From an optimization exercise on the open Yosys and OpenROAD flow, aimed at small area and a short achievable clock period; shortcuts taken in it are not production practice. The RTL was checked by simulation tests, not by an equivalence proof against the original design. No driver is modelled on the clock port, so clock power and skew are understated where the tree is cut down; a real chip needs a root buffer or a tree. No activity file was given, so power comes from the tool's default toggle rates.

Setup of P:
==> flow/design.v (excerpt) <==
module alu_top(clk, a, b, op, out, carry_out, over_flow, zero);
input clk;
input [31:0] a, b;
input [2:0] op;
output reg [31:0] out;
output reg carry_out, over_flow, zero;
reg [31:0] a_r, b_r;
reg [2:0] op_r;
wire [31:0] alu_out;
wire alu_carry_out, alu_over_flow, alu_zero;
ALU alu_core(a_r, b_r, op_r, alu_out, alu_carry_out, alu_over_flow, alu_zero);
always @(posedge clk) begin
	a_r <= a;
	b_r <= b;
	op_r <= op;
	out <= alu_out;
	carry_out <= alu_carry_out;
	over_flow <= alu_over_flow;
	zero <= alu_zero;
end
endmodule
clock: 14.5 ns
lec_check: 0
cap_margin: 20
core_margin: 2
core_utilization: 40
slew_margin: 20
synth_hierarchical: 1
standard.sh (not shown) runs the stock make flow with config.mk's settings and CLKGATE_MAP_FILE= SYNTH_SCRIPT=/design/flow/synth_recipe.tcl, a recipe that flattens the netlist after the stock synthesis.
==> flow/flow/run.sh <==
#!/bin/bash
# The standard layout (standard.sh) with these changes to how it is made:
#  - the port buffers are sky130 buf_1 rather than the resizer's default pick;
#  - before floorplanning every combinational cell is set to drive strength 1
#    (flow/downsize.tcl), so only the resizer's timing repair sizes cells up;
#  - the timing repair aims at a setup slack margin of SETUP_MARGIN ns;
#  - the clock port drives MCTS_K buffers that each drive the flip-flops of
#    one region (flow/cts_hook.tcl), instead of TritonCTS's two-level tree.
# Each tool's output goes to ORFS's own per-step logs under orfs/logs; make's
# output goes to standard.log.
export BUFFER_PORTS_ARGS="-buffer_cell sky130_fd_sc_hd__buf_1"
export SETUP_SLACK_MARGIN=${SETUP_MARGIN:-10.6}
export PRE_FLOORPLAN_TCL=$PWD/flow/downsize.tcl
export MCTS_K=${MCTS_K:-4}
export MCTS_CELL=${MCTS_CELL:-sky130_fd_sc_hd__buf_12}
export PRE_CTS_TCL=$PWD/flow/cts_hook.tcl
bash standard.sh > standard.log 2>&1
Other scripts of this flow, unchanged in this note and not shown: flow/flow/cts_hook.tcl, flow/flow/downsize.tcl
Looking at the reports, P completed the entire flow and the layout it produced met the timing, DRC and antenna checks.
### P -> Q
Settings: TNS_END_PERCENT: unset -> 20.
-- flow/flow/run.sh --
<<< P, line 11
export BUFFER_PORTS_ARGS="-buffer_cell sky130_fd_sc_hd__buf_1"
export SETUP_SLACK_MARGIN=${SETUP_MARGIN:-10.6}
export PRE_FLOORPLAN_TCL=$PWD/flow/downsize.tcl
>>> Q, line 11
export BUFFER_PORTS_ARGS="-buffer_cell sky130_fd_sc_hd__buf_1"
export SETUP_SLACK_MARGIN=${SETUP_MARGIN:-10.7}
export PRE_FLOORPLAN_TCL=$PWD/flow/downsize.tcl
==> comparison <==
In Q the combinational cell fraction of total power turned out 0.4 points higher than in P.
Compared Q against P; final standard cell count with taps included and fillers excluded within noise.
~same global-route wire length before repair in Q and P
Q: fraction of layout cells with a size suffix above 1 is 1.3 points higher than what P reported.
Comparing Q and P, the lower number of design-rule violations left by the first detailed-router iteration is on Q.
Changes observed in Q relative to P: flip-flop and latch share of the layout cell area lower; via count higher.
Relative to Q, the following input files were edited for R:
Settings: removing TNS_END_PERCENT (formerly 20).
-- flow/flow/run.sh --
<<< Q, line 11
export BUFFER_PORTS_ARGS="-buffer_cell sky130_fd_sc_hd__buf_1"
export SETUP_SLACK_MARGIN=${SETUP_MARGIN:-10.7}
export PRE_FLOORPLAN_TCL=$PWD/flow/downsize.tcl
>>> R, line 11
export BUFFER_PORTS_ARGS="-buffer_cell sky130_fd_sc_hd__buf_1"
export SETUP_SLACK_MARGIN=${SETUP_MARGIN:-10.8}
export PRE_FLOORPLAN_TCL=$PWD/flow/downsize.tcl
## What came out
- R vs Q — utilization rose 0.55 points.
- Wire: R routes more than Q
- Wire length on met3 (Q / R): 1.07
- Number of instances resized during post-cts repair: R and Q compared, lower one is Q
- Changes observed in R relative to Q: sequential fraction of design power shrank by 0.2 points, total vias in the final route went down, portion of the clock cycle consumed by the worst path in the final layout closely matched the old numbers.
Input changes introduced in S (baseline for comparison: R):
Settings: setting GPL_TIMING_DRIVEN to 1 for the first time.
-- flow/flow/run.sh --
<<< R, line 11
export BUFFER_PORTS_ARGS="-buffer_cell sky130_fd_sc_hd__buf_1"
export SETUP_SLACK_MARGIN=${SETUP_MARGIN:-10.8}
export PRE_FLOORPLAN_TCL=$PWD/flow/downsize.tcl
>>> S, line 11
export BUFFER_PORTS_ARGS="-buffer_cell sky130_fd_sc_hd__buf_1"
export SETUP_SLACK_MARGIN=${SETUP_MARGIN:-10.7}
export PRE_FLOORPLAN_TCL=$PWD/flow/downsize.tcl
--- outcome ---
Total power of S is lower than that of R. The multi-input combinational cell count on S is in line with that on R. | share of the clock period used by the worst path | R vs S | ≈ equal |. Time the worst path needs with I/O delays and setup of R is on par with S.
No run of this note takes its clock network from TritonCTS; it comes from the design's own scripts or RTL.

==> port drivers added, routing unchanged <==
How much do the figures lean on ideal ports? The routed layouts below were timed once more, with nothing changed but the port constraints.
Step 1 assumes that a clkbuf_16 drives the clock port and a buf_2 every other input.
Step 2 times the ports against the registers' clock, not the clock port: input delays grow and output delays shrink by t, the midpoint of the rising clock arrivals with the driver on.
a / b / c = ideal / step 1 / step 2; a / b = the first two.
| run | shift t [ns] | slack for setup (ns) | worst setup path at the end | clock arrival spread, ns |
|---|---|---|---|---|
| P | 0.205 | 10.927 / 10.866 / 10.927 | register to register | 0.010 / 0.010 |
| Q | 0.204 | 10.942 / 10.867 / 10.994 | register to register | 0.008 / 0.008 |
| R | 0.204 | 10.944 / 10.869 / 11.060 | register to register | 0.008 / 0.008 |
| S | 0.204 | 10.942 / 10.867 / 10.994 | register to register | 0.008 / 0.008 |
After both steps setup and hold are still met in every run listed.
